Source: an optimization exercise on an open RTL-to-GDS flow (aim: small area, a short achievable clock period and few clock cycles per item). Production flows keep margins and buffers that such runs may drop. At most, simulation tests tie the RTL to the original design; equivalence was not proved.

Design mult, start of the top module:
module mult(
      input  reset,
      input  clk,
      input  [31:0] a_in,
      input  [31:0] b_in,
      input  start,
      output logic [63:0] product,
      output logic done);
  logic busy;                
  logic idle;                
  logic [2:0] cnt;
  logic [31:0] sw, cw;     
  logic [6:0] ls, lc;     
  logic [27:0] l;          
  wire [6:0] bsel = idle ? b_in[6:0] : l[6:0];
  wire [31:0] ws = sw & {32{busy}};
  wire [31:0] wc = cw & {32{busy}};
  wire [7:0] lres = ls + lc;
  wire cyi = busy & lres[7];   
  wire [31:0] pp0 = a_in & {32{bsel[0]}};
  wire [31:0] pp1 = a_in & {32{bsel[1]}};
  wire [31:0] pp2 = a_in & {32{bsel[2]}};
  wire [31:0] pp3 = a_in & {32{bsel[3]}};
  wire [31:0] pp4 = a_in & {32{bsel[4]}};
  wire [31:0] pp5 = a_in & {32{bsel[5]}};
  wire [31:0] pp6 = a_in & {32{bsel[6]}};
  wire s1 = wc[4] ^ ws[4];
  wire c2 = wc[4] & ws[4];
  wire s3 = wc[5] ^ ws[5] ^ pp0[5];
  wire c4 = (wc[5] & ws[5]) | (wc[5] & pp0[5]) | (ws[5] & pp0[5]);
  wire s5 = pp1[4] ^ pp2[3];
  wire c6 = pp1[4] & pp2[3];
  wire s7 = wc[6] ^ ws[6] ^ pp0[6];
  wire c8 = (wc[6] & ws[6]) | (wc[6] & pp0[6]) | (ws[6] & pp0[6]);
  wire s9 = pp1[5] ^ pp2[4] ^ pp3[3];
  wire c10 = (pp1[5] & pp2[4]) | (pp1[5] & pp3[3]) | (pp2[4] & pp3[3]);
  wire s11 = pp4[2] ^ pp5[1];
  wire c12 = pp4[2] & pp5[1];
  wire s13 = wc[7] ^ ws[7] ^ pp0[7];
  wire c14 = (wc[7] & ws[7]) | (wc[7] & pp0[7]) | (ws[7] & pp0[7]);
  wire s15 = pp1[6] ^ pp2[5] ^ pp3[4];
  wire c16 = (pp1[6] & pp2[5]) | (pp1[6] & pp3[4]) | (pp2[5] & pp3[4]);
  wire s17 = pp4[3] ^ pp5[2] ^ pp6[1];
  wire c18 = (pp4[3] & pp5[2]) | (pp4[3] & pp6[1]) | (pp5[2] & pp6[1]);
  wire s19 = wc[8] ^ ws[8] ^ pp0[8];
  wire c20 = (wc[8] & ws[8]) | (wc[8] & pp0[8]) | (ws[8] & pp0[8]);
  wire s21 = pp1[7] ^ pp2[6] ^ pp3[5];
  ...
Size in the first run: ~920 cells after synthesis, ~110 flip-flops, ~12000 um^2 of cells after synthesis.
clock: 4.0 ns
lec_check: 0
cap_margin: 20
core_margin: 2
core_utilization: 40
place_density: 0.6
slew_margin: 20
standard.sh (not shown) runs the stock make flow with config.mk's settings and CLKGATE_MAP_FILE= SYNTH_SCRIPT=/design/flow/synth_recipe.tcl, a recipe that flattens the netlist after the stock synthesis.
==> flow/flow/run.sh <==
#!/bin/bash
export SYNTH_ARGS="-noabc"
export BUFFER_PORTS_ARGS="-buffer_cell sky130_fd_sc_hd__buf_1"
bash standard.sh > standard.log 2>&1
The baseline reached the layout checks and failed them: setup timing.
Then changed:
--- a/flow/design.v
+++ b/flow/design.v
@@ -1,27 +1,25 @@
 module mult(
       input  reset,
       input  clk,
       input  [31:0] a_in,
       input  [31:0] b_in,
       input  start,
       output logic [63:0] product,
       output logic done);
-  logic busy;                
-  logic idle;                
+  logic busy;
   logic [2:0] cnt;
-  logic [31:0] sw, cw;     
-  logic [6:0] ls, lc;     
+  logic [31:0] sw, cw;       
+  logic [6:0] ls, lc;       
   logic [27:0] l;          
-  wire [6:0] bsel = idle ? b_in[6:0] : l[6:0];
-  wire [31:0] ws = sw & {32{busy}};
-  wire [31:0] wc = cw & {32{busy}};
-  wire [7:0] lres = ls + lc;
+  wire [6:0] bsel = busy ? l[6:0] : b_in[6:0];
+  wire [31:0] ws = busy ? sw : 32'd0;
+  wire [31:0] wc = busy ? cw : 32'd0;
   wire cyi = busy & lres[7];   
   wire [31:0] pp0 = a_in & {32{bsel[0]}};
   wire [31:0] pp1 = a_in & {32{bsel[1]}};
   wire [31:0] pp2 = a_in & {32{bsel[2]}};
   wire [31:0] pp3 = a_in & {32{bsel[3]}};
   wire [31:0] pp4 = a_in & {32{bsel[4]}};
   wire [31:0] pp5 = a_in & {32{bsel[5]}};
   wire [31:0] pp6 = a_in & {32{bsel[6]}};
   wire s1 = wc[4] ^ ws[4];
@@ -470,33 +468,31 @@
   wire c444 = (c294 & s369) | (c294 & c368) | (s369 & c368);
   wire s445 = c298 ^ s371 ^ c370;
   wire c446 = (c298 & s371) | (c298 & c370) | (s371 & c370);
   wire s447 = c300 ^ s373 ^ c372;
   wire c448 = (c300 & s373) | (c300 & c372) | (s373 & c372);
   wire s449 = pp6[31] ^ c374;
   wire c450 = pp6[31] & c374;
   wire [38:0] r0 = {c450, s449, s447, s445, c442, c440, c438, c436, c434, c432, c430, c428, c426, c424, c422, c420, c418, c416, c414, c412, c410, c408, c406, c404, c402, c400, c398, c396, c394, c392, c390, c388, c386, c384, c382, c380, c378, c376, pp0[0]};
   wire [38:0] r1 = {1'b0, c448, c446, c444, s443, s441, s439, s437, s435, s433, s431, s429, s427, s425, s423, s421, s419, s417, s415, s413, s411, s409, s407, s405, s403, s401, s399, s397, s395, s393, s391, s389, s387, s385, s383, s381, s379, s377, s375};
+  wire [7:0] lres = ls + lc;
   always_ff @(posedge clk, posedge reset) begin
     if (reset) begin
       busy <= 1'b0;
-      idle <= 1'b1;
       done <= 1'b0;
       cnt <= '0;
     end else if (start || busy) begin
       if (cnt == 3'd4) begin
         busy <= 1'b0;
-        idle <= 1'b1;
         done <= 1'b1;
         cnt <= '0;
       end else begin
         busy <= 1'b1;
-        idle <= 1'b0;
         done <= 1'b0;
         cnt <= cnt + 1'b1;
       end
     end
   end
   always_ff @(posedge clk) begin
     if (start || busy) begin
       sw <= r0[38:7];
       cw <= r1[38:7];
=> Now the flow completed without violations; final area falls slightly; final cell count hardly moves; via count falls slightly; wire length rises slightly; sequential cell count falls by 1; worst setup slack gets better by 0.12 ns; count of clock-buffer cells in the layout rises by 1; hold slack gets worse by 0.040 ns.
Testbench counts after the change, summed over its fixed seeds: cycles 6,000, items 1,200.
The RTL of the first run of this note was laid out without a check of its function.

-- re-timing with driven ports --
The results above use ideal ports. As a check the final layouts listed here were re-extracted and re-timed, cells and wires unchanged.
Step 1, drivers: a clkbuf_16 drives clk and a buf_2 each remaining input, both assumed.
Step 2 moves the port delays by t, midway between the first and last clock arrival at a register: inputs arrive t later, outputs are due t later. That takes back most of the time a late clock gives input paths.
Slacks: ideal / step 1 / step 2; pairs: ideal / step 1.
run	t, ns	slack for setup (ns)	worst setup path at the end	slew at the worst register clock pin (ns)	worst slew at a driven data input, ns
the first run	0.411	-0.041 / -0.091 / 0.299	register to register	0.10 / 0.10	0.06
the second run	0.410	0.081 / 0.031 / 0.343	input to register	0.09 / 0.09	0.06
